This design comes from an exercise in tuning for small area and a short achievable clock period on the open sky130 flow, not from production work.
RTL that was checked went through simulation tests only; none was proved equivalent to the original.
The RTL of runs 3 and 4 was laid out without a check of its function.
Power and IR drop assume default switching activity.

===== flow/flow/run.sh =====
#!/bin/bash
# The standard layout, with the ports buffered by the smallest plain buffer
# (buf_1) instead of the delay buffer ORFS picks by default.
set -euo pipefail
bash standard.sh BUFFER_PORTS_ARGS="-buffer_cell sky130_fd_sc_hd__buf_1" finish > standard.log 2>&1

===== flow/standard.sh =====
#!/bin/bash
# synth_recipe.tcl (not shown) runs the flow's synth.tcl, then flattens the netlist and writes it again
# the make line also repeats each setting of config.mk as NAME=value (left out here)
make -C /OpenROAD-flow-scripts/flow DESIGN_CONFIG=/design/flow/config.mk WORK_HOME=/design/flow/orfs CLKGATE_MAP_FILE= SYNTH_SCRIPT=/design/flow/synth_recipe.tcl "${@:-finish}"

===== flow/config.mk =====
export PLATFORM = sky130hd
export DESIGN_NAME = fp_add
export DESIGN_NICKNAME = fp_add
export VERILOG_FILES = /design/flow/design.v
export SDC_FILE = /design/flow/constraint.sdc
export NUM_CORES = 4
export LEC_CHECK = 0
export ABC_AREA = 1
export CAP_MARGIN = 20
export CORE_MARGIN = 2
export CORE_UTILIZATION = 40
export CTS_CLUSTER_DIAMETER = 80
export CTS_CLUSTER_SIZE = 30
export PLACE_DENSITY = 0.6
export SETUP_SLACK_MARGIN = 1.2
export SLEW_MARGIN = 20

===== flow/constraint.sdc =====
create_clock -name core_clock -period 3.5 [get_ports {clk}]
set_input_delay 0.7000 -clock core_clock [delete_from_list [all_inputs] [get_ports {clk}]]
set_output_delay 0.7000 -clock core_clock [all_outputs]
set_load 0.01 [all_outputs]

===== flow/design.v =====
module fp_add (
  input  logic        clk,
  input  logic        rst,
  input  logic        in_vld,
  input  logic [31:0] a,
  input  logic [31:0] b,
  output logic        sum_vld,
  output logic [31:0] sum
);
  localparam bit CUT1 = 1;   
  localparam bit CUT2 = 1;   
  localparam bit CUT3 = 1;   
  localparam bit CUT4 = 1;   
  localparam bit CUT5 = 1;   
  function automatic logic lt32(input logic [31:0] xa, input logic [31:0] ya);
    logic [31:0] g, e;
    integer w, i;
    g = ~xa & ya;
    e = ~(xa ^ ya);
    for (w = 1; w < 32; w = w * 2)
      for (i = 0; i + w < 32; i = i + 2 * w) begin
        g[i] = g[i + w] | (e[i + w] & g[i]);
        e[i] = e[i + w] & e[i];
      end
    lt32 = g[0];
  endfunction
  function automatic logic [24:0] psum25(input logic [24:0] gi, input logic [24:0] pi,
                                         input logic ci);
    logic [25:0] g, p;
    integer w, i;
    g = {gi, ci};
    p = {pi, 1'b0};
    for (w = 1; w < 26; w = w * 2)
      for (i = 25; i >= 0; i--)
        if ((i / w) % 2 == 1) begin
          g[i] = g[i] | (p[i] & g[(i / w) * w - 1]);
          p[i] = p[i] & p[(i / w) * w - 1];
        end
    psum25 = pi ^ g[24:0];
  endfunction
  logic        swap, sub, ls;
  logic [31:0] x, y;
  logic [8:0]  dab, dba;
  logic [7:0]  dd;
  assign dab  = {1'b0, a[30:23]} - {1'b0, b[30:23]};
  assign dba  = {1'b0, b[30:23]} - {1'b0, a[30:23]};
  assign swap = dab[8];
  assign x    = swap ? b : a;
  assign y    = swap ? a : b;
  assign dd   = swap ? dba[7:0] : dab[7:0];
  assign sub  = a[31] ^ b[31];
  assign ls   = sub & (a[30:23] == b[30:23]) & lt32({9'd0, a[22:0]}, {9'd0, b[22:0]});
  logic        v1, s1, sub1, ls1, far1;
  logic [7:0]  e1;
  logic [22:0] mx1, my1;
  logic [4:0]  d1;
  if (CUT1) begin : g_cut1
    always_ff @(posedge clk) begin
      if (rst) v1 <= 1'b0;
      else     v1 <= in_vld;
      s1   <= ls ? b[31] : x[31];
      e1   <= x[30:23];
      mx1  <= x[22:0];
      my1  <= y[22:0];
      d1   <= dd[4:0];
      far1 <= dd[7:5] != 3'd0;
      sub1 <= sub;
      ls1  <= ls;
    end
  end else begin : g_nocut1
    assign v1   = in_vld;
    assign s1   = ls ? b[31] : x[31];
    assign e1   = x[30:23];
    assign mx1  = x[22:0];
    assign my1  = y[22:0];
    assign d1   = dd[4:0];
    assign far1 = dd[7:5] != 3'd0;
    assign sub1 = sub;
    assign ls1  = ls;
  end
  logic [23:0] ys;
  logic [24:0] xo, yo, gg, pp;
  assign ys = far1 ? 24'd0 : ({1'b1, my1} >> d1);
  assign xo = {2'b01, mx1} ^ {25{ls1}};
  assign yo = {1'b0, ys} ^ {25{sub1 & ~ls1}};
  assign gg = xo & yo;
  assign pp = xo ^ yo;
  logic        v2, s2, c2;
  logic [7:0]  e2;
  logic [24:0] g2, p2;
  if (CUT2) begin : g_cut2
    always_ff @(posedge clk) begin
      if (rst) v2 <= 1'b0;
      else     v2 <= v1;
      s2 <= s1;
      e2 <= e1;
      g2 <= gg;
      p2 <= pp;
      c2 <= sub1;
    end
  end else begin : g_nocut2
    assign v2 = v1;
    assign s2 = s1;
    assign e2 = e1;
    assign g2 = gg;
    assign p2 = pp;
    assign c2 = sub1;
  end
  logic [24:0] u;
  assign u = psum25(g2, p2, c2);
  logic        v3, s3;
  logic [7:0]  e3;
  logic [24:0] u3;
  if (CUT3) begin : g_cut3
    always_ff @(posedge clk) begin
      if (rst) v3 <= 1'b0;
      else     v3 <= v2;
      s3 <= s2;
      e3 <= e2;
      u3 <= u;
    end
  end else begin : g_nocut3
    assign v3 = v2;
    assign s3 = s2;
    assign e3 = e2;
    assign u3 = u;
  end
  logic [24:0] n1, n2, n3;
  logic [2:0]  lzh;
  assign lzh[2] = u3[24:9] == 16'd0;
  assign n1     = lzh[2] ? {u3[8:0], 16'd0} : u3;
  assign lzh[1] = n1[24:17] == 8'd0;
  assign n2     = lzh[1] ? {n1[16:0], 8'd0} : n1;
  assign lzh[0] = n2[24:21] == 4'd0;
  assign n3     = lzh[0] ? {n2[20:0], 4'd0} : n2;
  logic        v4, s4;
  logic [7:0]  e4;
  logic [2:0]  lzh4;
  logic [24:0] n34;
  if (CUT4) begin : g_cut4
    always_ff @(posedge clk) begin
      if (rst) v4 <= 1'b0;
      else     v4 <= v3;
      s4  <= s3;
      e4   <= e3 + 8'd1;
      lzh4 <= lzh;
      n34  <= n3;
    end
  end else begin : g_nocut4
    assign v4  = v3;
    assign s4  = s3;
    assign e4   = e3 + 8'd1;
    assign lzh4 = lzh;
    assign n34  = n3;
  end
  logic [24:0] n4, n5;
  logic [1:0]  lzl;
  assign lzl[1] = n34[24:23] == 2'd0;
  assign n4     = lzl[1] ? {n34[22:0], 2'd0} : n34;
  assign lzl[0] = !n4[24];
  assign n5     = lzl[0] ? {n4[23:0], 1'b0} : n4;
  logic        nz;
  logic [31:0] res;
  assign nz  = n5[24];
  assign res = {s4 & nz, (e4 - {3'd0, lzh4, lzl}) & {8{nz}}, n5[23:1]};
  if (CUT5) begin : g_cut5
    always_ff @(posedge clk) begin
      if (rst) sum_vld <= 1'b0;
      else     sum_vld <= v4;
      sum <= res;
    end
  end else begin : g_nocut5
    assign sum_vld = v4;
    assign sum     = res;
  end
endmodule

==> impl_metrics.json, run 1 <==
{
  "status": "complete, no violations",
  "crit_path_frequent_cell": "nand2_1",
  "synth_xor_area_share_pct": 5.94,
  "internal-power_mw": 5.68,
  "synth_nets": 1513,
  "clock_latency_ps": 490,
  "core.rowCount": 60,
  "async_flop_share_pct": 0,
  "crit_type": "register to register",
  "antenna_found_initial": 0,
  "endpoint_kind": "register",
  "wirelength_microns": 22600,
  "grt_max_degree": 49,
  "leakage_nw": 5.79,
  "routedWlPerCell_microns": 12.6,
  "yosysSeqAreaShare_pct": 42.8,
  "critPathMaxFanout": 12,
  "synth-adder-area-share_pct": 8.92,
  "cts_tree": "yes",
  "first_pass_iters": 5,
  "vias": 8401,
  "place_congestion": 0.882,
  "n_antenna_cell": 0,
  "seq_power_share_pct": 43.4,
  "required_ps": 3870,
  "cts_max_level": 1,
  "hold_viol": 0,
  "synth_top_area_share_pct": 42.8,
  "fmax_mhz": 447,
  "slew_headroom_pct": 68.1,
  "path_cells": "nor2_1, nand2_1, nor2_4, nand3b_1, nand2_2, nand2_1, nor2_4, nand3_1, nand2_2, nor2_8, buf_12, nand3_1, nand2_1",
  "cts-root-buf": "clkbuf_16",
  "synth_ff_type": "dfxtp_1",
  "rsz0062_at_grt": "true",
  "synth_area_leaders": "dfxtp_1 (43%), nand2_1 (12%), ha_1 (8.4%)",
  "yosys_warnings": 1,
  "drive_above_1_share_pct": 7.05,
  "whs_ps": 325,
  "synth.cell_area_sq_mm": 0.0108,
  "clk_path_buf_depth": 3,
  "drtIter0Drc": 426,
  "crit_arrival_ps": 2610,
  "synth_compound_area_share_pct": 11.7,
  "grt_pass1_wl_microns": 37200,
  "combPwrFrac_pct": 33.9,
  "synth_top_family_by_area": "simple AND/OR/NAND/NOR gates",
  "crit_buf_inv": 1,
  "pwr-share-clk_pct": 22.7,
  "post-dp-hpwl_microns": 17600,
  "tightest_slew_ps": 477,
  "postRouteAntennaNets": 0,
  "placeableCoreArea_sq_mm": 0.0267,
  "yosys.area.top_type": "dfxtp_1",
  "drv_slew": 0,
  "fin_crit_sh_pct": 63.9,
  "grt_usage_pct": 15.7,
  "io_pins": 100,
  "io_buffers": 99,
  "cts_buffers": 14,
  "fin_setup_tns_ps": 0,
  "ys_ff_latch": 230,
  "switching_share_pct": 36.6,
  "power_density_mw_per_mm2": 729,
  "worst_setup_hold_path_clk_slew_ps": 100,
  "dieArea_sq_mm": 0.0283,
  "fin_util_pct": 46.0,
  "cts_hold_buf": 0,
  "finalCriticalPeriod_ps": 2240,
  "drc": 0,
  "peakVddDrop_uv": 296,
  "cp_top_family": "simple AND/OR/NAND/NOR gates",
  "synth_edf_count": 0,
  "grt-ovfl-total": 0,
  "cp-start-kind": "register",
  "syn_to_final_growth_pct": 14.3,
  "finalSetupViolations": 0,
  "hold_class": "register to register",
  "synthMuxAreaShare_pct": 2.23,
  "nNetsFinal": 1594,
  "synth_simple_gate_area_share_pct": 21.3,
  "drv_cap": 0,
  "die_w_microns": 168,
  "syn_area_per_cell_sq_um": 7.85,
  "die_h_microns": 168,
  "final.setup_skew_ps": 19.5,
  "initial_core_util_pct": 40.3,
  "grt_pass1_vias": 7924,
  "p_switching_mw": 3.28,
  "syn-instance-count": 1371,
  "ys_types": 44,
  "crit_slowest_cell": "dfxtp_1",
  "via_per_inst": 4.66,
  "max_stage_delay_ps": 320,
  "cts.sinks": 230
}
==> cell usage in the layout (no fill, tap or decap), types with 3 or more instances in the layout <==
cell type,n
clkbuf_16,15
xor2_1,61
clkinvlp_4,4
o211ai_1,9
dfxtp_2,4
mux2i_1,24
bufinv_16,3
nand2_1,349
nand2_8,3
nand2_4,5
ha_1,72
nor3_1,6
nand3_1,67
xnor2_1,12
o21ai_2,3
dfxtp_1,225
nand4_1,7
inv_1,129
buf_1,99
nand2_2,9
o21bai_1,3
nor2_1,64
buf_4,11
a21oi_2,3
nand3_2,6
o21ai_1,38
buf_12,3
or2_1,3
nand3b_1,6
or2_2,5
nor2_4,6
a21boi_1,4
a21oi_1,56
o221ai_1,4
o21ai_0,98
a21o_1,6
==> worst reg2reg max path, cell delays in order, from the launching register on <==
cell and delay (ps):
dfxtp_1 320, nor2_1 100, nand2_1 110, nor2_4 290, nand3b_1 180, nand2_2 120, nand2_1 90, nor2_4 210
nand3_1 120, nand2_2 180, nor2_8 80, buf_12 140, nand3_1 80, nand2_1 100
==> cells by family (layout without fill, tap and decap cells) <==
family,after synthesis,after routing
compound gates,234,234
buf+inv,193,279
xor+xnor,73,73
fa+ha+maj,75,75
simple gates,542,545
mux,24,24
flops,230,230
==> repair_timing <==
item,4_1_cts,5_1_grt
gates cloned,4,1
resized for setup,8,53
setup buffers,2,5
pin swaps,2,14
setup endpoints to repair,79,97
endpoints found under the hold margin,0,0
==> state kept, by name, indices dropped and copies added, names as in the netlist, 3 cells and up <==
register and count:
my1 23, e4 8, u3 25, lzh4 3, e3 8, g2 24, mx1 23, p2 25
sum 32, n34 25, d1 5, e2 8, e1 8
==> cell usage after synthesis (2+ instances only) <==
| library cell | count |
|---|---|
| a21oi_1 | 60 |
| buf_1 | 5 |
| fa_1 | 3 |
| nor2_4 | 3 |
| a31oi_1 | 3 |
| nand3b_1 | 6 |
| o21bai_1 | 3 |
| nand2_2 | 6 |
| nand3_1 | 74 |
| mux2i_1 | 24 |
| o21ai_0 | 104 |
| o221ai_1 | 4 |
| clkinv_1 | 3 |
| ha_1 | 72 |
| xnor2_1 | 12 |
| buf_6 | 2 |
| a21boi_1 | 4 |
| o211ai_1 | 9 |
| nor2_1 | 65 |
| buf_2 | 7 |
| or2_2 | 5 |
| a21o_1 | 6 |
| nor4_1 | 2 |
| clkbuf_1 | 36 |
| dfxtp_1 | 230 |
| xor2_1 | 61 |
| nor2_8 | 2 |
| o21ai_1 | 35 |
| buf_4 | 5 |
| or2_1 | 3 |
| inv_1 | 130 |
| nand2_1 | 357 |
| nand4_1 | 7 |
| a211oi_1 | 2 |
| nor3_1 | 7 |
| inv_2 | 5 |
| nand2_4 | 2 |
==> path summary, 6_finish.rpt <==
path,from,end,slack [ps],depth (start not counted)
hold reg to reg,e1[7],e2[7],320,0
hold / removal,e1[7],e2[7],320,0
setup reg to reg,u3[24],n34[12],1260,13
setup / recovery,u3[24],n34[12],1260,13
==> routing by layer <==
layer	vias up	wire, microns	track usage (%)	part of all wire, %
li1	4566	-	-	-
met1	3637	10700	20.3	47
met2	160	10600	27.7	47
met3	38	741	2.02	3.3
met4	0	614	4.54	2.7
met5	-	0	0	0
==> area by class of cell <==
| type | count | area, sq um |
|---|---|---|
| clock buffer | 17 | 403 |
| inverter | 138 | 538 |
| sequential | 230 | 4610 |
| fill | 2705 | 14400 |
| clock inverter | 7 | 178 |
| tap | 341 | 427 |
| multi-input combinational | 951 | 5600 |
| timing repair buffer | 115 | 533 |
| timing repair inverter | 2 | 12.5 |
==> power by group through the flow <==
stage               combinational (mW)  clock (mW)  sequential (mW)
floorplan                         2.14           0             3.88
global placement                  2.85           0             3.94
detailed placement                2.87           0             3.95
CTS                               2.96        2.09             3.89
global route                      3.50        2.19             3.98
finish                            3.04        2.03             3.89
==> per-stage QoR <==
step	worst slack [ps]	std cells	total power, mW	area, sq um
final	1260	1801	8.97	12300
after global routing	1140	1801	9.67	12300
after CTS	1180	1795	8.94	12100
after detailed placement	475	1765	6.82	11400
after global placement	556	1765	6.79	11400
after floorplan	1210	1371	6.02	10800
==> inputs of run 2 (changes only) <==
--- a/flow/config.mk
+++ b/flow/config.mk
@@ -12,5 +12,5 @@
 export CTS_CLUSTER_DIAMETER = 80
 export CTS_CLUSTER_SIZE = 30
 export PLACE_DENSITY = 0.6
-export SETUP_SLACK_MARGIN = 1.2
+export SETUP_SLACK_MARGIN = 1.3
 export SLEW_MARGIN = 20
==> run 2 against run 1 <==
Net effect:
- still clean
- area after synthesis did not move
- non-clock buffer count grew 10
- sequential cell count is the same
- final area rose by 2.0%
- via count rose by 1.7%
- highest routed layer unchanged
==> impl_metrics.json, run 2 <==
{
  "status": "complete, no violations",
  "drv_cap": 0,
  "layout_commonest_cell": "nand2_1",
  "crit_buf_inv": 1,
  "fin_crit_sh_pct": 61.8,
  "io_buffers": 99,
  "clock_latency_ps": 480,
  "fmax_mhz": 463,
  "critPathMaxFanout": 8,
  "slew_headroom_pct": 68.9,
  "crit_type": "register to register",
  "hold_class": "register to register",
  "synth_area_leaders": "dfxtp_1 (43%), nand2_1 (12%), ha_1 (8.4%)",
  "synth_ff_type": "dfxtp_1",
  "cp-startpoint": "u3[21]",
  "r2r_cells": 13,
  "largest_reg_flops": 32,
  "first_pass_iters": 6,
  "cp.depth": 13,
  "clk_path_buf_depth": 3,
  "leakage_nw": 5.85,
  "max_stage_delay_ps": 330,
  "r2r_end": "n34[19]",
  "crit_arrival_ps": 2550,
  "wirelength_microns": 23200,
  "yosysSeqAreaShare_pct": 42.8,
  "endpoint_kind": "register",
  "ys_ff_latch": 230,
  "die_h_microns": 168,
  "grt_usage_pct": 15.6,
  "postRouteAntennaNets": 0,
  "yosys_warnings": 1,
  "worst_setup_hold_path_clk_slew_ps": 100,
  "ys_top_cells_by_count": "nand2_1 (357), dfxtp_1 (230), inv_1 (130), o21ai_0 (104), nand3_1 (74)",
  "power_density_mw_per_mm2": 719,
  "synth.cell_area_sq_mm": 0.0108,
  "syn-instance-count": 1371,
  "drive_above_1_share_pct": 10.6,
  "initial_core_util_pct": 40.3,
  "reg2reg_slack_ps": 1340,
  "rsz0062_at_grt": "true",
  "cts_tree": "yes",
  "crit_end": "n34[19]",
  "final.setup_skew_ps": 16.0,
  "ys_types": 44,
  "drv_slew": 0,
  "crit_slowest_cell": "dfxtp_2",
  "cts_buffers": 14,
  "core.rowCount": 60,
  "dieArea_sq_mm": 0.0283,
  "vias": 8543,
  "synth_top_area_share_pct": 42.8,
  "via_per_inst": 4.71,
  "grt_pass1_wl_microns": 37000,
  "path_cells": "nor2_1, nand2_1, nor2_4, nand3b_1, nand2_2, nand2_2, nor2_4, nand3_2, nand2_4, nor2_8, buf_8, nand3_1, nand2_1",
  "yosys.area.top_type": "dfxtp_1",
  "hold_viol": 0,
  "synth_nets": 1513,
  "synth.most_common_cell": "nand2_1",
  "cp_top_family": "simple AND/OR/NAND/NOR gates",
  "grt_pass1_vias": 7790,
  "placeableCoreArea_sq_mm": 0.0267,
  "fin_area_sq_mm": 0.0125,
  "cts_max_level": 1,
  "min_from": "e1[2]",
  "cp-start-kind": "register",
  "async_flop_share_pct": 0,
  "die_w_microns": 168,
  "fin_setup_tns_ps": 0,
  "antenna_found_initial": 0,
  "placed_area_sq_mm": 0.0114,
  "syn_area_per_cell_sq_um": 7.85,
  "syn_to_final_growth_pct": 16.5,
  "peakVddDrop_uv": 276,
  "nNetsFinal": 1605,
  "post-dp-hpwl_microns": 17300,
  "grt-ovfl-total": 0,
  "routedWlPerCell_microns": 12.8,
  "grt_max_degree": 51,
  "drtIter0Drc": 542,
  "r2r-start": "u3[21]",
  "io_pins": 100,
  "most-common-layout-cells": "nand2_1 (343), dfxtp_1 (219), inv_1 (129)",
  "cts-root-buf": "clkbuf_16",
  "regMostFlops": "sum",
  "cts.sinks": 230,
  "n_antenna_cell": 0,
  "finalSetupViolations": 0,
  "tightest_slew_ps": 465,
  "synth_edf_count": 0,
  "finalCriticalPeriod_ps": 2160,
  "drc": 0,
  "place_congestion": 0.895,
  "required_ps": 3890
}
## run 2: cell counts after synthesis
No cell type changed its count.
## run 2: what timing repair did
action,CTS,global route
pin swaps,3,32
buffers inserted,3,12
gates resized for setup,23,97
cloned,5,4
setup endpoints to repair,110,95
hold buffers,0,0
## run 2: logic make-up after synthesis
| logic type | synth area share, % |
|---|---|
| and+or+nand+nor | 21.3 |
| AOI/OAI and AO/OA | 11.7 |
| DFF | 42.8 |
| buffers and inverters | 7.12 |
| adders and majority gates | 8.92 |
| xor gates and xnor gates | 5.94 |
| muxes | 2.23 |
## run 2: metrics by stage
step	instances	hold WS (ps)	worst slack (ps)	power, mW	util (%)
CTS	1796	319	1300	8.73	45.0
global placement	1764	312	641	6.78	42.7
global route	1812	320	1230	9.71	46.9
detailed placement	1764	313	562	6.80	42.7
floorplan	1371	310	1230	6.03	-
finish	1812	322	1340	9.02	46.9
## run 2: power breakdown
part,total [mW],internal [mW],switching (mW)
clock,1.84,0.937,0.901
combinational,3.25,1.27,1.98
sequential,3.94,3.45,0.489
## run 2: worst min-delay path by stage
stage / end / slack (ps) / cells after the start
finish: e2[2] / 320 / 0
global route: e2[2] / 320 / 0
CTS: e2[2] / 320 / 0
detailed placement: e2[2] / 310 / 0
global placement: e2[2] / 310 / 0
floorplan: e2[0] / 310 / 0
## run 2: final cells by class
| class | count | area [sq um] |
|---|---|---|
| Fill cell | 2696 | 14200 |
| Multi-Input combinational cell | 951 | 5730 |
| Sequential cell | 230 | 4630 |
| Timing Repair Buffer | 125 | 684 |
| Inverter | 138 | 548 |
| Tap cell | 341 | 427 |
| Clock buffer | 19 | 410 |
| Clock inverter | 5 | 97.6 |
| Timing Repair inverter | 3 | 21.3 |
## run 2: routing by layer
| metal | global-route usage (%) | up-vias | share of wire, % |
|---|---|---|---|
| met5 | 0 | - | 0 |
| met4 | 3.79 | 0 | 2.7 |
| met3 | 2.28 | 46 | 3.4 |
| met2 | 27.5 | 177 | 47 |
| met1 | 20.3 | 3713 | 47 |
| li1 | - | 4607 | - |
==> inputs of run 3 (changes only) <==
--- a/flow/design.v
+++ b/flow/design.v
@@ -38,7 +38,7 @@
         end
     psum25 = pi ^ g[24:0];
   endfunction
-  logic        swap, sub, ls;
+  logic        swap, sub, eqe;
   logic [31:0] x, y;
   logic [8:0]  dab, dba;
   logic [7:0]  dd;
@@ -49,8 +49,8 @@
   assign y    = swap ? a : b;
   assign dd   = swap ? dba[7:0] : dab[7:0];
   assign sub  = a[31] ^ b[31];
-  assign ls   = sub & (a[30:23] == b[30:23]) & lt32({9'd0, a[22:0]}, {9'd0, b[22:0]});
-  logic        v1, s1, sub1, ls1, far1;
+  assign eqe  = dab == 9'd0;
+  logic        v1, s1, sub1, eqe1, far1;
   logic [7:0]  e1;
   logic [22:0] mx1, my1;
   logic [4:0]  d1;
@@ -58,31 +58,33 @@
     always_ff @(posedge clk) begin
       if (rst) v1 <= 1'b0;
       else     v1 <= in_vld;
-      s1   <= ls ? b[31] : x[31];
+      s1   <= x[31];
       e1   <= x[30:23];
       mx1  <= x[22:0];
       my1  <= y[22:0];
       d1   <= dd[4:0];
       far1 <= dd[7:5] != 3'd0;
       sub1 <= sub;
-      ls1  <= ls;
+      eqe1 <= eqe;
     end
   end else begin : g_nocut1
     assign v1   = in_vld;
-    assign s1   = ls ? b[31] : x[31];
+    assign s1   = x[31];
     assign e1   = x[30:23];
     assign mx1  = x[22:0];
     assign my1  = y[22:0];
     assign d1   = dd[4:0];
     assign far1 = dd[7:5] != 3'd0;
     assign sub1 = sub;
-    assign ls1  = ls;
+    assign eqe1 = eqe;
   end
+  logic        ls;
   logic [23:0] ys;
   logic [24:0] xo, yo, gg, pp;
+  assign ls = sub1 & eqe1 & lt32({9'd0, mx1}, {9'd0, my1});
   assign ys = far1 ? 24'd0 : ({1'b1, my1} >> d1);
-  assign xo = {2'b01, mx1} ^ {25{ls1}};
-  assign yo = {1'b0, ys} ^ {25{sub1 & ~ls1}};
+  assign xo = {2'b01, mx1} ^ {25{ls}};
+  assign yo = {1'b0, ys} ^ {25{sub1 & ~ls}};
   assign gg = xo & yo;
   assign pp = xo ^ yo;
   logic        v2, s2, c2;
@@ -92,7 +94,7 @@
     always_ff @(posedge clk) begin
       if (rst) v2 <= 1'b0;
       else     v2 <= v1;
-      s2 <= s1;
+      s2 <= s1 ^ ls;
       e2 <= e1;
       g2 <= gg;
       p2 <= pp;
@@ -100,7 +102,7 @@
     end
   end else begin : g_nocut2
     assign v2 = v1;
-    assign s2 = s1;
+    assign s2 = s1 ^ ls;
     assign e2 = e1;
     assign g2 = gg;
     assign p2 = pp;
--- a/flow/config.mk
+++ b/flow/config.mk
@@ -5,12 +5,11 @@
 export SDC_FILE = /design/flow/constraint.sdc
 export NUM_CORES = 4
 export LEC_CHECK = 0
-export ABC_AREA = 1
 export CAP_MARGIN = 20
 export CORE_MARGIN = 2
 export CORE_UTILIZATION = 40
 export CTS_CLUSTER_DIAMETER = 80
 export CTS_CLUSTER_SIZE = 30
 export PLACE_DENSITY = 0.6
-export SETUP_SLACK_MARGIN = 1.3
+export SETUP_SLACK_MARGIN = 1.0
 export SLEW_MARGIN = 20
==> run 3 against run 2 <==
Net effect:
- final cell count down 18%
- via count fell by 13%
- register-to-register slack worse by 370 ps
- die area down 1.7%
- combinational power fell by 18%
- utilization increased by 1.2 points
- synthesized cell count is 25% lower
- highest routed layer unchanged
- wire length shrank 3.5%
- critical path type unchanged
- largest cell class unchanged
- critical path depth fell by 2
- clock power about the same
- non-clock buffer count grew 13
- still clean on timing, DRC and antenna
==> impl_metrics.json, run 3 <==
{
  "cts_max_level": 1,
  "placed_area_sq_mm": 0.0113,
  "fin_setup_tns_ps": 0,
  "cts_buffers": 14,
  "cts.sinks": 230,
  "hold_viol": 0,
  "synth.most_common_cell": "dfxtp_1",
  "io_buffers": 99,
  "clk_path_buf_depth": 3,
  "grt_usage_pct": 14.9,
  "path_cells": "ha_1, a21o_1, a21o_1, nor3_2, o21ai_2, a22oi_2, buf_4, nand2_8, clkbuf_16, xor2_1, ha_1",
  "layout_commonest_cell": "dfxtp_1",
  "slew_headroom_pct": 34.1,
  "synth_area_leaders": "dfxtp_1 (44%), ha_1 (8.5%), mux2i_1 (8.0%)",
  "most-common-layout-cells": "dfxtp_1 (211), buf_1 (97), mux2i_1 (85)",
  "synth_top_area_share_pct": 43.5,
  "nNetsFinal": 1285,
  "syn_area_per_cell_sq_um": 10.3,
  "max_stage_delay_ps": 360,
  "n_antenna_cell": 0,
  "dieArea_sq_mm": 0.0278,
  "cp_top_family": "compound AO/OA/AOI/OAI gates",
  "leakage_nw": 5.28,
  "grt_pass1_wl_microns": 35100,
  "power_density_mw_per_mm2": 686,
  "finalCriticalPeriod_ps": 2530,
  "grt_max_degree": 57,
  "io_pins": 100,
  "via_per_inst": 4.98,
  "largest_reg_flops": 32,
  "min_from": "e1[4]",
  "finalSetupViolations": 0,
  "status": "complete, no violations",
  "critPathMaxFanout": 6,
  "drive_above_1_share_pct": 17.0,
  "syn_to_final_growth_pct": 18.3,
  "grt_pass1_vias": 7067,
  "post-dp-hpwl_microns": 15900,
  "fmax_mhz": 395,
  "required_ps": 3870,
  "drc": 0,
  "crit_type": "register to register",
  "synth.cell_area_sq_mm": 0.0106,
  "ys_types": 67,
  "drtIter0Drc": 309,
  "rsz0062_at_grt": "true",
  "ys_ff_latch": 230,
  "place_congestion": 0.910,
  "regMostFlops": "sum",
  "antenna_found_initial": 0,
  "drv_slew": 0,
  "core.rowCount": 59,
  "crit_buf_inv": 2,
  "wirelength_microns": 22300,
  "async_flop_share_pct": 0,
  "cts-root-buf": "clkbuf_16",
  "fin_area_sq_mm": 0.0125,
  "clock_latency_ps": 500,
  "tightest_slew_ps": 981,
  "vias": 7397,
  "cp-start-kind": "register",
  "fin_crit_sh_pct": 72.3,
  "ys_top_cells_by_count": "dfxtp_1 (230), mux2i_1 (85), ha_1 (72), xnor2_1 (64), nor2_1 (63)",
  "initial_core_util_pct": 40.7,
  "synth_edf_count": 0,
  "first_pass_iters": 4,
  "yosys_warnings": 1,
  "crit_slowest_cell": "dfxtp_2",
  "crit_arrival_ps": 2900,
  "routedWlPerCell_microns": 15.0,
  "yosys.area.top_type": "dfxtp_1",
  "die_h_microns": 167,
  "whs_ps": 323,
  "r2r-start": "my1[9]",
  "peakVddDrop_uv": 546,
  "drv_cap": 0,
  "worst_setup_hold_path_clk_slew_ps": 100,
  "syn-instance-count": 1032,
  "synth_nets": 1174,
  "cts_hold_buf": 0,
  "synth_ff_type": "dfxtp_1",
  "endpoint_kind": "register",
  "cp-startpoint": "my1[9]",
  "postRouteAntennaNets": 0,
  "cts_tree": "yes",
  "die_w_microns": 167,
  "yosysSeqAreaShare_pct": 43.5,
  "placeableCoreArea_sq_mm": 0.0260,
  "final.setup_skew_ps": 29.5,
  "grt-ovfl-total": 0,
  "hold_class": "register to register"
}
[run 3: changes by cell type after synthesis, moves of 41 or more]
| cell | before | now |
|---|---|---|
| nand3_1 | 74 | 18 |
| xor2_1 | 61 | 20 |
| inv_1 | 130 | 58 |
| nand2_1 | 357 | 50 |
| mux2i_1 | 24 | 85 |
| mux2_2 | 0 | 55 |
| o21ai_0 | 104 | 44 |
| xnor2_1 | 12 | 64 |
[run 3: final cells by class]
| cell class | instances | area, sq um |
|---|---|---|
| fill | 2498 | 13500 |
| multi-input combinational | 699 | 5810 |
| sequential | 230 | 4630 |
| timing repair buffer | 138 | 900 |
| tap | 335 | 419 |
| clock buffer | 15 | 375 |
| inverter | 60 | 235 |
| clock inverter | 8 | 153 |
[run 3: layer usage]
metal  vias to the layer above  GRT usage (%)  share of wire (%)
met5                         -              0                  0
li1                       3819              -                  -
met2                       154           25.7                 48
met4                         0           4.12                2.7
met1                      3388           19.7                 46
met3                        36           2.07                3.7
[run 3: kinds of logic after synthesis]
family / after synthesis / synth area share, %
flip-flops: 230 / 43.5
AND/OR/NAND/NOR: 208 / 9.70
AO/OA/AOI/OAI: 187 / 11.6
multiplexers: 145 / 15.0
buffers and inverters: 103 / 4.17
XOR/XNOR: 84 / 6.95
adder cells (fa/ha/maj): 75 / 9.08
[run 3: final timing paths]
| path | to | slack (ps) | cells past startpoint |
|---|---|---|---|
| setup / recovery | p2[13] | 970 | 11 |
| hold / removal | e2[4] | 320 | 0 |
| setup reg to reg | p2[13] | 970 | 11 |
| hold reg to reg | e2[4] | 320 | 0 |
[run 3: worst reg2reg max path: stages (launching register included)]
cell	delay (ps)
dfxtp_2	360
ha_1	310
a21o_1	160
a21o_1	180
nor3_2	180
o21ai_2	100
a22oi_2	220
buf_4	180
nand2_8	70
clkbuf_16	190
xor2_1	160
ha_1	280
[run 3: power breakdown]
part / total [mW] / switching [mW] / leakage [nW] / internal (mW)
Clock: 1.86 / 0.947 / 0.248 / 0.918
Combinational: 2.68 / 1.37 / 3.10 / 1.31
Sequential: 4.04 / 0.640 / 1.94 / 3.40
[run 3: what timing repair did]
item	CTS	global route
gates cloned	3	8
pin swaps	4	28
endpoints found under the setup margin	55	97
gates resized for setup	27	46
hold endpoints to repair	0	0
setup buffers	9	9
[run 3: through the flow]
| stage | setup slack (ps) | instances | power [mW] | utilization [%] |
|---|---|---|---|---|
| 2_1_floorplan | 849 | 1032 | 5.88 | - |
| 3_3_place_gp | 532 | 1433 | 6.58 | 43.5 |
| 3_5_place_dp | 499 | 1433 | 6.63 | 43.5 |
| 4_1_cts | 1010 | 1468 | 8.57 | 46.4 |
| 5_1_grt | 893 | 1485 | 9.21 | 48.2 |
| 6_report | 969 | 1485 | 8.59 | 48.2 |
==> inputs of run 4 (changes only) <==
--- a/flow/config.mk
+++ b/flow/config.mk
@@ -11,5 +11,5 @@
 export CTS_CLUSTER_DIAMETER = 80
 export CTS_CLUSTER_SIZE = 30
 export PLACE_DENSITY = 0.6
-export SETUP_SLACK_MARGIN = 1.0
+export SETUP_SLACK_MARGIN = 1.15
 export SLEW_MARGIN = 20
==> run 4 against run 3 <==
Net effect:
- first-iteration DRC count up 16%
- wire length up 0.77%
- final area up 4.1%
- non-clock buffer count up 12
- critical path type unchanged
==> impl_metrics.json, run 4 <==
{
  "seq_power_share_pct": 46.4,
  "place_inst": 1433,
  "power_density_mw_per_mm2": 670,
  "final.setup_skew_ps": 19.5,
  "crit_type": "register to register",
  "yosysSeqAreaShare_pct": 43.5,
  "p_switching_mw": 3.05,
  "syn-instance-count": 1032,
  "drv_cap": 0,
  "cts-root-buf": "clkbuf_16",
  "max_stage_delay_ps": 340,
  "die_w_microns": 167,
  "cts_max_level": 1,
  "synth_edf_count": 0,
  "r2r_cells": 12,
  "async_flop_share_pct": 0,
  "reg2reg_slack_ps": 1070,
  "fmax_mhz": 411,
  "initial_core_util_pct": 40.7,
  "fin_setup_tns_ps": 0,
  "drv_slew": 0,
  "min_from": "e1[6]",
  "switching_share_pct": 34.9,
  "cts.sinks": 230,
  "placeableCoreArea_sq_mm": 0.0260,
  "multi_input_area_sq_mm": 0.00619,
  "finalSetupViolations": 0,
  "combPwrFrac_pct": 32.6,
  "slew_headroom_pct": 36.9,
  "n_antenna_cell": 0,
  "first_pass_iters": 5,
  "wirelength_microns": 22500,
  "ys_top_cells_by_count": "dfxtp_1 (230), mux2i_1 (85), ha_1 (72), xnor2_1 (64), nor2_1 (63)",
  "regMostFlops": "sum",
  "hold_class": "register to register",
  "dieArea_sq_mm": 0.0278,
  "fillerInstances": 2392,
  "cp_top_family": "compound AO/OA/AOI/OAI gates",
  "crit_arrival_ps": 2840,
  "peakVddDrop_uv": 435,
  "finalCriticalPeriod_ps": 2440,
  "grt-ovfl-total": 0,
  "ys_ff_latch": 230,
  "yosys.area.top_type": "dfxtp_1",
  "cts_buffers": 14,
  "layout_commonest_cell": "dfxtp_1",
  "antenna_found_initial": 0,
  "synth_nets": 1174,
  "grt_usage_pct": 15.1,
  "vias": 7473,
  "cp-start-kind": "register",
  "ys_types": 67,
  "crit_path_frequent_cell": "a21o_1",
  "syn_area_per_cell_sq_um": 10.3,
  "synth_ff_type": "dfxtp_1",
  "rsz0062_at_grt": "true",
  "min_path_cells": 0,
  "crit_slowest_cell": "dfxtp_2",
  "status": "complete, no violations",
  "largest_reg_flops": 32,
  "post-dp-hpwl_microns": 15600,
  "io_pins": 100,
  "worst_setup_hold_path_clk_slew_ps": 100,
  "pwr-share-clk_pct": 21.0,
  "grt_pass1_wl_microns": 35200,
  "leakage_nw": 5.46,
  "cts_tree": "yes",
  "drive_above_1_share_pct": 22.5,
  "clk_path_buf_depth": 3,
  "nNetsFinal": 1297,
  "internal-power_mw": 5.68,
  "yosys_warnings": 1,
  "synth_area_leaders": "dfxtp_1 (44%), ha_1 (8.5%), mux2i_1 (8.0%)",
  "synth.most_common_cell": "dfxtp_1",
  "synth_top_area_share_pct": 43.5,
  "clock_latency_ps": 500,
  "grt_pass1_vias": 7002,
  "r2r-start": "mx1[9]",
  "fin_crit_sh_pct": 69.6,
  "crit_buf_inv": 3,
  "r2r_end": "p2[8]",
  "routedWlPerCell_microns": 15.0,
  "hold_viol": 0,
  "synth.cell_area_sq_mm": 0.0106,
  "seq_area_sq_mm": 0.00464,
  "drc": 0,
  "drtIter0Drc": 357,
  "grt_max_degree": 31,
  "place_congestion": 0.880,
  "syn_to_final_growth_pct": 23.2,
  "path_cells": "inv_2, ha_4, a21o_1, a21o_1, nor3_2, o21ai_2, a22oi_2, nand2_2, buf_6, buf_16, xor2_1, ha_2",
  "hold_end": "e2[6]",
  "tightest_slew_ps": 939,
  "fin_cells": 1497,
  "die_h_microns": 167,
  "required_ps": 3900,
  "cts_hold_buf": 0,
  "most-common-layout-cells": "dfxtp_1 (206), buf_1 (93), mux2i_1 (82)",
  "endpoint_kind": "register",
  "postRouteAntennaNets": 0,
  "io_buffers": 99,
  "core.rowCount": 59,
  "critPathMaxFanout": 6,
  "via_per_inst": 4.99
}
==> run 4: cell count changes in the layout (fill, tap and decap cells not counted), sizes merged <==
cell | before | now
clkbuf | 22 | 23
bufinv | 1 | 0
inv | 61 | 62
buf | 131 | 142
==> run 4: worst max path at each step <==
stage,slack [ps],start,cells after the start,to
final,1070,mx1[9],12,p2[8]
after global placement,520,a[23],11,mx1[0]
after detailed placement,480,a[23],11,my1[1]
after CTS,1010,my1[2],11,p2[7]
after floorplan,850,b[25],11,d1[2]
after global routing,980,mx1[8],12,p2[18]
==> run 4: metrics by stage <==
step	hold slack, ps	power (mW)	worst slack [ps]	util, %	area [sq um]
2_1_floorplan	310	5.88	849	-	10700
3_3_place_gp	312	6.59	519	43.5	11300
3_5_place_dp	312	6.61	481	43.5	11300
4_1_cts	326	8.62	1010	47.7	12400
5_1_grt	330	9.32	977	50.2	13000
6_report	336	8.73	1070	50.2	13000
==> run 4: cells by family (layout without fill, tap and decap cells) <==
| group | Yosys count | after routing | share of synthesized area (%) |
|---|---|---|---|
| multiplexers | 145 | 145 | 15.0 |
| AND/OR/NAND/NOR | 208 | 208 | 9.70 |
| buffers and inverters | 103 | 233 | 4.17 |
| AO/OA/AOI/OAI | 187 | 187 | 11.6 |
| XOR/XNOR | 84 | 84 | 6.95 |
| adder cells (fa/ha/maj) | 75 | 75 | 9.08 |
| flip-flops | 230 | 230 | 43.5 |
==> run 4: power by group through the flow <==
stage / Clock [mW] / Combinational [mW] / Sequential, mW
after floorplan: 0 / 1.96 / 3.91
after global placement: 0 / 2.49 / 4.10
after detailed placement: 0 / 2.52 / 4.10
after CTS: 1.89 / 2.70 / 4.03
after global routing: 1.98 / 3.19 / 4.14
final: 1.83 / 2.85 / 4.05
==> run 4: what timing repair did <==
action | 4_1_cts | 5_1_grt
cloned | 6 | 4
gates resized for setup | 74 | 104
pin swaps | 50 | 15
buffers inserted | 18 | 13
setup endpoints to repair | 116 | 121
==> run 4: cell type report <==
cell class,count,share of cell area (%)
clock buffer,15,2.88
clock inverter,8,0.970
inverter,60,1.83
multi-input combinational,699,47.5
sequential,230,35.6
tap,335,3.22
timing repair buffer,150,7.98
==> run 4: metal layers <==
| layer | up-vias | wire length, microns | track usage [%] | share of wire [%] |
|---|---|---|---|---|
| met5 | - | 0 | 0 | 0 |
| met4 | 0 | 893 | 5.21 | 4.0 |
| met3 | 58 | 971 | 2.16 | 4.3 |
| met2 | 196 | 10500 | 25.2 | 47 |
| met1 | 3371 | 10200 | 20.1 | 45 |
| li1 | 3848 | - | - | - |
==> inputs of run 5 (changes only) <==
--- a/flow/design.v
+++ b/flow/design.v
@@ -24,6 +24,21 @@
       end
     lt32 = g[0];
   endfunction
+  function automatic logic [7:0] sub8(input logic [7:0] xa, input logic [7:0] ya);
+    logic [8:0] g, p;
+    logic [7:0] h;
+    integer w, i;
+    h = xa ^ ~ya;
+    g = {xa & ~ya, 1'b1};
+    p = {h, 1'b0};
+    for (w = 1; w < 9; w = w * 2)
+      for (i = 8; i >= 0; i--)
+        if ((i / w) % 2 == 1) begin
+          g[i] = g[i] | (p[i] & g[(i / w) * w - 1]);
+          p[i] = p[i] & p[(i / w) * w - 1];
+        end
+    sub8 = h ^ g[7:0];
+  endfunction
   function automatic logic [24:0] psum25(input logic [24:0] gi, input logic [24:0] pi,
                                          input logic ci);
     logic [25:0] g, p;
@@ -38,19 +53,19 @@
         end
     psum25 = pi ^ g[24:0];
   endfunction
-  logic        swap, sub, eqe;
+  logic        swap, sub, ls;
   logic [31:0] x, y;
   logic [8:0]  dab, dba;
   logic [7:0]  dd;
   assign dab  = {1'b0, a[30:23]} - {1'b0, b[30:23]};
   assign dba  = {1'b0, b[30:23]} - {1'b0, a[30:23]};
-  assign swap = dab[8];
+  assign swap = lt32({24'd0, a[30:23]}, {24'd0, b[30:23]});
   assign x    = swap ? b : a;
   assign y    = swap ? a : b;
-  assign dd   = swap ? dba[7:0] : dab[7:0];
+  assign dd   = dab[8] ? dba[7:0] : dab[7:0];
   assign sub  = a[31] ^ b[31];
-  assign eqe  = dab == 9'd0;
-  logic        v1, s1, sub1, eqe1, far1;
+  assign ls   = sub & (a[30:23] == b[30:23]) & lt32({9'd0, a[22:0]}, {9'd0, b[22:0]});
+  logic        v1, s1, sub1, ls1, far1;
   logic [7:0]  e1;
   logic [22:0] mx1, my1;
   logic [4:0]  d1;
@@ -58,33 +73,31 @@
     always_ff @(posedge clk) begin
       if (rst) v1 <= 1'b0;
       else     v1 <= in_vld;
-      s1   <= x[31];
+      s1   <= ls ? b[31] : x[31];
       e1   <= x[30:23];
       mx1  <= x[22:0];
       my1  <= y[22:0];
       d1   <= dd[4:0];
       far1 <= dd[7:5] != 3'd0;
       sub1 <= sub;
-      eqe1 <= eqe;
+      ls1  <= ls;
     end
   end else begin : g_nocut1
     assign v1   = in_vld;
-    assign s1   = x[31];
+    assign s1   = ls ? b[31] : x[31];
     assign e1   = x[30:23];
     assign mx1  = x[22:0];
     assign my1  = y[22:0];
     assign d1   = dd[4:0];
     assign far1 = dd[7:5] != 3'd0;
     assign sub1 = sub;
-    assign eqe1 = eqe;
+    assign ls1  = ls;
   end
-  logic        ls;
   logic [23:0] ys;
   logic [24:0] xo, yo, gg, pp;
-  assign ls = sub1 & eqe1 & lt32({9'd0, mx1}, {9'd0, my1});
   assign ys = far1 ? 24'd0 : ({1'b1, my1} >> d1);
-  assign xo = {2'b01, mx1} ^ {25{ls}};
-  assign yo = {1'b0, ys} ^ {25{sub1 & ~ls}};
+  assign xo = {2'b01, mx1} ^ {25{ls1}};
+  assign yo = {1'b0, ys} ^ {25{sub1 & ~ls1}};
   assign gg = xo & yo;
   assign pp = xo ^ yo;
   logic        v2, s2, c2;
@@ -94,7 +107,7 @@
     always_ff @(posedge clk) begin
       if (rst) v2 <= 1'b0;
       else     v2 <= v1;
-      s2 <= s1 ^ ls;
+      s2 <= s1;
       e2 <= e1;
       g2 <= gg;
       p2 <= pp;
@@ -102,7 +115,7 @@
     end
   end else begin : g_nocut2
     assign v2 = v1;
-    assign s2 = s1 ^ ls;
+    assign s2 = s1;
     assign e2 = e1;
     assign g2 = gg;
     assign p2 = pp;
@@ -164,7 +177,7 @@
   logic        nz;
   logic [31:0] res;
   assign nz  = n5[24];
-  assign res = {s4 & nz, (e4 - {3'd0, lzh4, lzl}) & {8{nz}}, n5[23:1]};
+  assign res = {s4 & nz, sub8(e4, {3'd0, lzh4, lzl}) & {8{nz}}, n5[23:1]};
   if (CUT5) begin : g_cut5
     always_ff @(posedge clk) begin
       if (rst) sum_vld <= 1'b0;
==> run 5 against run 4 <==
Net effect:
- sequential cell count is the same
- final cell count is 0.87% higher
- critical path type is now input pin to register
- setup slack gained 50 ps
- utilization down 3.1 points
- highest routed layer unchanged
==> impl_metrics.json, run 5 <==
{
  "hold_end": "e3[6]",
  "fin_util_pct": 47.1,
  "endpoint_kind": "register",
  "grt-ovfl-total": 0,
  "nNetsFinal": 1312,
  "required_ps": 3870,
  "min_path_cells": 0,
  "use_met3_pct": 2.38,
  "fillerInstances": 2500,
  "io_buffers": 99,
  "syn_area_per_cell_sq_um": 9.92,
  "hold_viol": 0,
  "crit_type": "input pin to register",
  "r2r_end": "n34[15]",
  "dieArea_sq_mm": 0.0276,
  "drive_above_1_share_pct": 11.5,
  "final.setup_skew_ps": 20.1,
  "synth_ff_type": "dfxtp_1",
  "cts_max_level": 1,
  "largest_reg_flops": 32,
  "place_congestion": 0.866,
  "cts-root-buf": "clkbuf_16",
  "fmax_mhz": 419,
  "routedWlPerCell_microns": 14.4,
  "placed_area_sq_mm": 0.0113,
  "post-dp-hpwl_microns": 16200,
  "ys_top_cells_by_count": "dfxtp_1 (230), mux2i_1 (83), ha_1 (73), nand2_1 (73), nor2_1 (66)",
  "synth.most_common_cell": "dfxtp_1",
  "grt_busiest_layer": "met2",
  "cts_hold_buf": 0,
  "fin_ws_ps": 1120,
  "fin_cells": 1510,
  "grt_pass1_wl_microns": 34500,
  "synth_top_area_share_pct": 43.8,
  "critPathMaxFanout": 3,
  "synth_area_leaders": "dfxtp_1 (44%), ha_1 (8.7%), mux2i_1 (7.9%)",
  "crit_arrival_ps": 2760,
  "ys_types": 61,
  "status": "complete, no violations",
  "wirelength_microns": 21800,
  "grt_pass1_vias": 7058,
  "most-common-layout-cells": "dfxtp_1 (223), buf_1 (98), mux2i_1 (83)",
  "r2r_cells": 7,
  "power_density_mw_per_mm2": 713,
  "yosys.area.top_type": "dfxtp_1",
  "fin_area_sq_mm": 0.0122,
  "layout_commonest_cell": "dfxtp_1",
  "yosysSeqAreaShare_pct": 43.8,
  "grt_max_degree": 75,
  "drv_slew": 0,
  "reg2reg_slack_ps": 1160,
  "drv_cap": 0,
  "drtIter0Drc": 329,
  "synth_edf_count": 0,
  "met2_usage_pct": 24.2,
  "drc": 0,
  "finalCriticalPeriod_ps": 2380,
  "synth_nets": 1204,
  "peakVddDrop_uv": 464,
  "min_from": "e2[6]",
  "synth.cell_area_sq_mm": 0.0105,
  "cts.sinks": 230,
  "synth-adder-area-share_pct": 9.45,
  "whs_ps": 324,
  "clk_path_buf_depth": 3,
  "fin_setup_tns_ps": 0,
  "placeableCoreArea_sq_mm": 0.0259,
  "syn-instance-count": 1060,
  "io_pins": 100,
  "place_inst": 1462,
  "synth_xor_area_share_pct": 6.66,
  "worst_setup_hold_path_clk_slew_ps": 100,
  "synth_compound_area_share_pct": 12.9,
  "synth_simple_gate_area_share_pct": 11.1,
  "rsz0062_at_grt": "true",
  "initial_core_util_pct": 40.6,
  "r2r-start": "u3[11]",
  "cp-start-kind": "input pin",
  "fin_crit_sh_pct": 68.1,
  "antenna_found_initial": 0,
  "slew_headroom_pct": 38.4,
  "clock_latency_ps": 500,
  "synth_top_family_by_area": "compound AO/OA/AOI/OAI gates",
  "cts_buffers": 14,
  "yosys_warnings": 1,
  "cts_tree": "yes",
  "core.rowCount": 59,
  "async_flop_share_pct": 0,
  "place_ws_ps": 448,
  "vias": 7522,
  "grt_usage_pct": 14.7,
  "total_power_mw": 8.69,
  "via_per_inst": 4.98,
  "first_pass_iters": 5,
  "die_w_microns": 166,
  "synthMuxAreaShare_pct": 12.3,
  "tightest_slew_ps": 917,
  "regMostFlops": "sum",
  "syn_to_final_growth_pct": 16.0,
  "n_antenna_cell": 0,
  "ys_ff_latch": 230,
  "postRouteAntennaNets": 0,
  "die_h_microns": 166,
  "finalSetupViolations": 0,
  "leakage_nw": 5.26,
  "use_met1_pct": 19.8,
  "hold_class": "register to register"
}
run 5: cell count changes after synthesis, sizes merged, moves of 6 or more:
cell,previous run,this run
xor2,20,41
mux2,55,33
clkbuf,16,30
buf,27,11
xnor2,64,39
a21oi,45,52
a21o,14,21
nor2b,25,15
o21ai,48,58
or3,3,9
nand2,52,73
and2,3,10
run 5: logic make-up after synthesis:
logic type               Yosys count
AO/OA/AOI/OAI                    207
XOR/XNOR                          80
adder cells (fa/ha/maj)           77
buffers and inverters            105
flip-flops                       230
multiplexers                     120
AND/OR/NAND/NOR                  241
run 5: worst max-delay path by stage:
stage	start	to	slack (ps)	cells past startpoint
floorplan	a[23]	far1	940	10
global placement	a[23]	my1[0]	490	10
detailed placement	a[23]	far1	450	11
CTS	u3[11]	n34[15]	1090	7
global route	a[23]	far1	1020	11
finish	a[23]	far1	1120	11
run 5: repair_timing:
| action | CTS | global route |
|---|---|---|
| cloned | 0 | 4 |
| endpoints found under the setup margin | 61 | 52 |
| endpoints found under the hold margin | 0 | 0 |
| resized for setup | 18 | 26 |
| pin swaps | 7 | 4 |
| buffers inserted | 10 | 11 |
run 5: critical path, cell delays in order:
cell      delay, ps
clkbuf_4        160
inv_12           30
ha_4            160
fa_2            370
nand3b_1        220
a21oi_2         230
buf_4           140
nor3_1           50
o211ai_1        280
nor3b_1         300
o31ai_1         110
run 5: metal layers:
layer / vias up / part of all wire, %
li1: 3905 / -
met2: 162 / 46
met3: 42 / 4.3
met1: 3413 / 47
met4: 0 / 3.1
met5: - / 0
run 5: power breakdown:
part / leakage [nW] / switching [mW] / internal [mW] / total [mW]
Clock: 0.242 / 0.978 / 0.856 / 1.83
Sequential: 1.94 / 0.634 / 3.44 / 4.08
Combinational: 3.09 / 1.44 / 1.34 / 2.78
Total: 5.26 / 3.05 / 5.64 / 8.69
run 5: cell type report:
class / count / area [sq um] / area share, %
multi-input cells: 725 / 5640 / 46.2
flip-flops and latches: 230 / 4620 / 37.9
repair buffers: 133 / 769 / 6.31
well taps: 335 / 419 / 3.44
clock buffers: 15 / 375 / 3.08
inverters: 64 / 253 / 2.07
clock inverters: 8 / 120 / 0.985
==> inputs of run 6 (changes only) <==
--- a/flow/config.mk
+++ b/flow/config.mk
@@ -11,5 +11,5 @@
 export CTS_CLUSTER_DIAMETER = 80
 export CTS_CLUSTER_SIZE = 30
 export PLACE_DENSITY = 0.6
-export SETUP_SLACK_MARGIN = 1.15
+export SETUP_SLACK_MARGIN = 1.0
 export SLEW_MARGIN = 20
==> run 6 against run 5 <==
Net effect:
- clock power about the same
- non-clock buffer count down 17
- highest routed layer unchanged
- setup slack worse by 58 ps
- largest cell class unchanged
- combinational power fell by 4%
- worst hold slack lost 25 ps
- synthesized cell count stayed put
- critical path depth shrank 4
- sequential power barely moved
- first-iteration DRC count fell by 9.1%
- via count down 1.1%
- still clean on timing, DRC and antenna
- register-to-register slack lost 100 ps
- critical endpoint is now n34[15]
==> impl_metrics.json, run 6 <==
{
  "hold_viol": 0,
  "grt-ovfl-total": 0,
  "finalSetupViolations": 0,
  "io_pins": 100,
  "cts_tree": "yes",
  "fin_crit_sh_pct": 69.8,
  "drv_slew": 0,
  "postRouteAntennaNets": 0,
  "drtIter0Drc": 299,
  "yosys.area.top_type": "dfxtp_1",
  "ys_top_cells_by_count": "dfxtp_1 (230), mux2i_1 (83), ha_1 (73), nand2_1 (73), nor2_1 (66)",
  "cts-root-buf": "clkbuf_16",
  "syn_to_final_growth_pct": 13.7,
  "via_per_inst": 4.98,
  "clock_latency_ps": 500,
  "crit_slowest_cell": "or4_4",
  "fin_cells": 1492,
  "cp-start-kind": "register",
  "max_stage_delay_ps": 560,
  "status": "complete, no violations",
  "critPathMaxFanout": 6,
  "final.setup_skew_ps": 39.1,
  "yosysSeqAreaShare_pct": 43.8,
  "placed_area_sq_mm": 0.0112,
  "worst_setup_hold_path_clk_slew_ps": 110,
  "synth.most_common_cell": "dfxtp_1",
  "drv_cap": 0,
  "initial_core_util_pct": 40.6,
  "fin_util_pct": 46.1,
  "crit_buf_inv": 0,
  "power_density_mw_per_mm2": 719,
  "path_cells": "or4_4, or3_4, o31ai_4, o21ai_4, mux2i_2, nor2_1, a221o_1",
  "synth_ff_type": "dfxtp_1",
  "antenna_found_initial": 0,
  "endpoint_kind": "register",
  "rsz0062_at_grt": "true",
  "first_pass_iters": 5,
  "regMostFlops": "sum",
  "cts_max_level": 1,
  "syn-instance-count": 1060,
  "fmax_mhz": 409,
  "fin_setup_tns_ps": 0,
  "synth_area_leaders": "dfxtp_1 (44%), ha_1 (8.7%), mux2i_1 (7.9%)",
  "fin_area_sq_mm": 0.0120,
  "die_h_microns": 166,
  "cp_top_family": "simple AND/OR/NAND/NOR gates",
  "whs_ps": 299,
  "tightest_slew_ps": 903,
  "cts_hold_buf": 0,
  "synth_top_area_share_pct": 43.8,
  "total_power_mw": 8.59,
  "post-dp-hpwl_microns": 16100,
  "crit_arrival_ps": 2840,
  "fin_ws_ps": 1060,
  "cts.sinks": 230,
  "cts_buffers": 14,
  "required_ps": 3900,
  "grt_pass1_vias": 7294,
  "die_w_microns": 166,
  "slew_headroom_pct": 39.3,
  "core.rowCount": 59,
  "synth.cell_area_sq_mm": 0.0105,
  "largest_reg_flops": 32,
  "most-common-layout-cells": "dfxtp_1 (226), buf_1 (99), mux2i_1 (81)",
  "drive_above_1_share_pct": 9.68,
  "syn_area_per_cell_sq_um": 9.92,
  "grt_pass1_wl_microns": 35100,
  "drc": 0,
  "layout_commonest_cell": "dfxtp_1",
  "routedWlPerCell_microns": 14.1,
  "crit_type": "register to register",
  "synth_nets": 1204,
  "async_flop_share_pct": 0,
  "clk_path_buf_depth": 3,
  "leakage_nw": 5.12,
  "finalCriticalPeriod_ps": 2440,
  "grt_usage_pct": 14.9,
  "ys_types": 61,
  "place_ws_ps": 575,
  "peakVddDrop_uv": 501,
  "wirelength_microns": 21000,
  "nNetsFinal": 1295,
  "io_buffers": 99,
  "vias": 7436,
  "grt_max_degree": 73,
  "synth_edf_count": 0,
  "place_inst": 1461,
  "yosys_warnings": 1,
  "ys_ff_latch": 230,
  "hold_class": "register to register",
  "n_antenna_cell": 0,
  "placeableCoreArea_sq_mm": 0.0259,
  "dieArea_sq_mm": 0.0276,
  "place_congestion": 0.892
}
run 6: cell counts after synthesis:
Identical to the previous run, type by type.
run 6: worst paths after layout:
check	startpoint	to	slack (ps)	depth (start not counted)
worst max-delay path	u3[10]	n34[15]	1060	7
worst min-delay path	e2[6]	e3[6]	300	0
worst max register to register	u3[10]	n34[15]	1060	7
worst min register to register	e2[6]	e3[6]	300	0
run 6: report_power, final:
group | switching, mW | internal (mW) | leakage [nW]
Combinational | 1.40 | 1.26 | 2.94
Sequential | 0.640 | 3.43 | 1.93
Clock | 0.949 | 0.915 | 0.243
run 6: metal layers:
metal  vias to the layer above  wire (microns)  track usage, %
met5                         -               0               0
met4                         0             396            3.82
met3                        30             910            2.60
met2                       162            9790            25.1
met1                      3374            9920            19.8
li1                       3870               -               -
run 6: cells by family (layout without fill, tap and decap cells):
logic type	count (synthesis)	after routing	share of synthesized area, %
compound gates	207	207	12.9
xor+xnor	80	80	6.66
fa+ha+maj	77	77	9.45
buf+inv	105	202	3.78
flops	230	230	43.8
mux	120	120	12.3
simple gates	241	241	11.1
run 6: layout make-up:
| cell class | instances | area, sq um |
|---|---|---|
| clock inverter | 7 | 146 |
| multi-input combinational | 725 | 5610 |
| inverter | 64 | 240 |
| fill | 2498 | 14000 |
| timing repair buffer | 116 | 549 |
| clock buffer | 15 | 375 |
| tap | 335 | 419 |
| sequential | 230 | 4610 |
run 6: repair_timing:
action,CTS,global route
setup endpoints to repair,12,41
endpoints found under the hold margin,0,0
setup buffers,2,6
gates resized for setup,3,24
pin swaps,2,6
gates cloned,0,1
run 6: worst register-to-register path, cell delays in order (launching register included):
cell     delay, ps
dfxtp_2        350
or4_4          560
or3_4          380
o31ai_4        340
o21ai_4        150
mux2i_2        230
nor2_1          60
a221o_1        270
==> inputs of run 7 (changes only) <==
--- a/flow/config.mk
+++ b/flow/config.mk
@@ -5,11 +5,12 @@
 export SDC_FILE = /design/flow/constraint.sdc
 export NUM_CORES = 4
 export LEC_CHECK = 0
+export ABC_AREA = 1
 export CAP_MARGIN = 20
 export CORE_MARGIN = 2
 export CORE_UTILIZATION = 40
 export CTS_CLUSTER_DIAMETER = 80
 export CTS_CLUSTER_SIZE = 30
 export PLACE_DENSITY = 0.6
-export SETUP_SLACK_MARGIN = 1.0
+export SETUP_SLACK_MARGIN = 1.45
 export SLEW_MARGIN = 20
==> run 7 against run 6 <==
Net effect:
- still clean on timing, DRC and antenna
- synthesized cell count grew 29%
- critical path depth is 4 higher
- power increased by 11%
- global-route usage is 1.1 points higher
- die area rose by 1.9%
- final cell count is 24% higher
- largest cell class unchanged
- largest power group unchanged
==> impl_metrics.json, run 7 <==
{
  "drtIter0Drc": 383,
  "ys_types": 42,
  "clock_latency_ps": 500,
  "layout_commonest_cell": "nand2_1",
  "nNetsFinal": 1644,
  "place_congestion": 0.883,
  "combPwrFrac_pct": 38.7,
  "seq_power_share_pct": 41.4,
  "synth_ff_type": "dfxtp_1",
  "antenna_found_initial": 0,
  "cts_tree": "yes",
  "largest_reg_flops": 32,
  "grt_max_degree": 64,
  "cts_buffers": 15,
  "whs_ps": 326,
  "cts-root-buf": "clkbuf_16",
  "rsz0062_at_grt": "true",
  "grt_usage_pct": 16.0,
  "endpoint_kind": "register",
  "r2r_end": "n34[15]",
  "place_ws_ps": 531,
  "first_pass_iters": 5,
  "critPathMaxFanout": 18,
  "slew_headroom_pct": 68.7,
  "peakVddDrop_uv": 320,
  "yosysSeqAreaShare_pct": 43.0,
  "grt-ovfl-total": 0,
  "io_buffers": 99,
  "crit_type": "register to register",
  "yosys.area.top_type": "dfxtp_1",
  "ys_top_cells_by_count": "nand2_1 (337), dfxtp_1 (230), inv_1 (126), nor2_1 (100), o21ai_0 (89)",
  "n_antenna_cell": 0,
  "required_ps": 3940,
  "fin_crit_sh_pct": 59.9,
  "placeableCoreArea_sq_mm": 0.0262,
  "finalCriticalPeriod_ps": 2100,
  "fillerInstances": 2534,
  "drc": 0,
  "grt_pass1_vias": 8119,
  "yosys_warnings": 1,
  "syn_to_final_growth_pct": 24.4,
  "cts.sinks": 230,
  "vias": 8768,
  "most-common-layout-cells": "nand2_1 (300), dfxtp_1 (217), inv_1 (120)",
  "r2r-start": "u3[14]",
  "power_density_mw_per_mm2": 714,
  "io_pins": 100,
  "cts_hold_buf": 0,
  "pwr-share-clk_pct": 19.9,
  "switching_share_pct": 38.6,
  "async_flop_share_pct": 0,
  "fmax_mhz": 477,
  "cp-startpoint": "u3[14]",
  "hold_class": "register to register",
  "r2r_cells": 11,
  "postRouteAntennaNets": 0,
  "tightest_slew_ps": 469,
  "via_per_inst": 4.76,
  "finalSetupViolations": 0,
  "synth.cell_area_sq_mm": 0.0107,
  "die_w_microns": 168,
  "routedWlPerCell_microns": 12.9,
  "die_h_microns": 168,
  "post-dp-hpwl_microns": 17300,
  "synth_top_area_share_pct": 43.0,
  "synth_nets": 1508,
  "cts_max_level": 1,
  "crit_end": "n34[15]",
  "crit_arrival_ps": 2540,
  "min_path_cells": 0,
  "fin_setup_tns_ps": 0,
  "drive_above_1_share_pct": 18.6,
  "synth.most_common_cell": "nand2_1",
  "fin_ws_ps": 1400,
  "clk_path_buf_depth": 3,
  "leakage_nw": 6.12,
  "syn-instance-count": 1364,
  "p_switching_mw": 3.67,
  "drv_cap": 0,
  "dieArea_sq_mm": 0.0281,
  "initial_core_util_pct": 40.9,
  "cp-start-kind": "register",
  "status": "complete, no violations",
  "ys_ff_latch": 230,
  "worst_setup_hold_path_clk_slew_ps": 100,
  "drv_slew": 0,
  "internal-power_mw": 5.84,
  "regMostFlops": "sum",
  "grt_pass1_wl_microns": 37700,
  "synth_area_leaders": "dfxtp_1 (43%), nand2_1 (12%), ha_1 (8.5%)",
  "synth_edf_count": 0,
  "reg2reg_slack_ps": 1400,
  "core.rowCount": 59,
  "syn_area_per_cell_sq_um": 7.86,
  "wirelength_microns": 23700,
  "hold_viol": 0,
  "final.setup_skew_ps": 27.4
}
==> run 7: cell count changes after synthesis, sizes merged, moves of 32 or more <==
| cell | delta |
|---|---|
| inv | +68 |
| nor2 | +40 |
| nand3 | +62 |
| mux2i | -62 |
| o21ai | +67 |
| nand2 | +274 |
| mux2 | -32 |
==> run 7: per-stage QoR <==
step | utilization [%] | instances | area, sq um | power, mW
floorplan | - | 1364 | 11000 | 6.09
global placement | 44.2 | 1760 | 11600 | 6.84
detailed placement | 44.2 | 1760 | 11600 | 6.89
CTS | 47.5 | 1803 | 12500 | 9.01
global route | 50.9 | 1843 | 13300 | 10.2
finish | 50.9 | 1843 | 13300 | 9.52
==> run 7: area by class of cell <==
type                       count  area (sq um)  share of cell area, %
clock buffer                  16           379                   2.84
multi-input combinational    955          6150                   46.2
timing repair inverter         4          37.5                  0.282
sequential                   230          4640                   34.8
inverter                     134           548                   4.11
timing repair buffer         160           993                   7.45
tap                          335           419                   3.14
clock inverter                 9           163                   1.22
==> run 7: what timing repair did <==
item | 4_1_cts | 5_1_grt
pin swaps | 18 | 71
cloned | 5 | 8
endpoints found under the setup margin | 144 | 66
hold endpoints to repair | 0 | 0
setup buffers | 13 | 32
gates resized for setup | 55 | 147
==> run 7: how the worst min path moves through the flow <==
stage,slack (ps),start,end
after floorplan,310,e1[0],e2[0]
after global placement,310,e2[1],e3[1]
after detailed placement,310,e2[1],e3[1]
after CTS,320,e1[6],e2[6]
after global routing,330,e2[5],e3[5]
final,330,e1[6],e2[6]
==> run 7: kinds of logic (layout without fill, tap and decap cells) <==
family | Yosys count | in the layout | synth area share, %
buffers and inverters | 182 | 323 | 6.67
muxes | 22 | 22 | 2.07
DFF | 230 | 230 | 43.0
adders and majority gates | 77 | 77 | 9.27
xor gates and xnor gates | 74 | 74 | 6.05
AOI/OAI and AO/OA | 230 | 230 | 11.4
and+or+nand+nor | 549 | 552 | 21.6
==> run 7: power by group through the flow <==
stage | sequential [mW] | clock, mW | combinational, mW
detailed placement | 3.96 | 0 | 2.93
global placement | 3.95 | 0 | 2.89
floorplan | 3.88 | 0 | 2.21
finish | 3.94 | 1.90 | 3.68
global route | 4.03 | 2.08 | 4.14
CTS | 3.90 | 1.97 | 3.14
==> run 7: worst max-delay path, cell delays in order, from the launching register on <==
cell and delay, ps:
dfxtp_4 380, nor2_4 100, nand2_2 70, nor2_4 230, nand3b_1 170, nand2_2 110, nand2_2 70, nor2_4 210
nand2_4 170, o21ai_0 330, nand2_1 110, nand2_2 80
==> run 7: layer usage <==
metal / vias up / global-route usage [%] / routed length (microns)
met5: - / 0 / 0
met4: 0 / 4.54 / 597
met3: 49 / 2.55 / 953
met2: 197 / 28.0 / 11400
met1: 3871 / 20.5 / 10800
li1: 4651 / - / -

[port drivers added, routing unchanged]
The results above use ideal ports. As a check the final layouts listed here were re-extracted and re-timed, cells and wires unchanged. Step 1 (the two cells are an assumption about what drives the block):
set clk [get_ports {clk}]
set_driving_cell -lib_cell sky130_fd_sc_hd__clkbuf_16 $clk
set_driving_cell -lib_cell sky130_fd_sc_hd__buf_2 [delete_from_list [all_inputs] $clk]
Step 2 adds t to the input delays and takes it off the output delays; t is the mean of the earliest and latest rising clock arrival at the registers after step 1. Input paths then give back, and output paths get back, about the clock's delay inside the block. Slacks: no drivers / after step 1 / after step 2; pairs: no drivers / after step 1.
| run | shift t [ns] | slack for setup (ns) | clock arrival spread, ns |
|---|---|---|---|
| run 1 | 0.528 | 1.264 / 1.264 / 0.792 | 0.021 / 0.021 |
| run 2 | 0.526 | 1.338 / 1.338 / 0.902 | 0.019 / 0.019 |
| run 3 | 0.524 | 0.969 / 0.969 / 0.568 | 0.037 / 0.037 |
| run 4 | 0.534 | 1.065 / 1.065 / 0.579 | 0.023 / 0.024 |
| run 5 | 0.532 | 1.115 / 1.143 / 0.611 | 0.026 / 0.026 |
| run 6 | 0.527 | 1.057 / 1.057 / 0.604 | 0.050 / 0.050 |
| run 7 | 0.532 | 1.403 / 1.403 / 1.035 | 0.027 / 0.028 |
After both steps setup and hold are still met in every run listed. For run 5, which loses most, drivers alone change the setup slack by +0.028 ns; drivers and shift together by -0.504 ns.
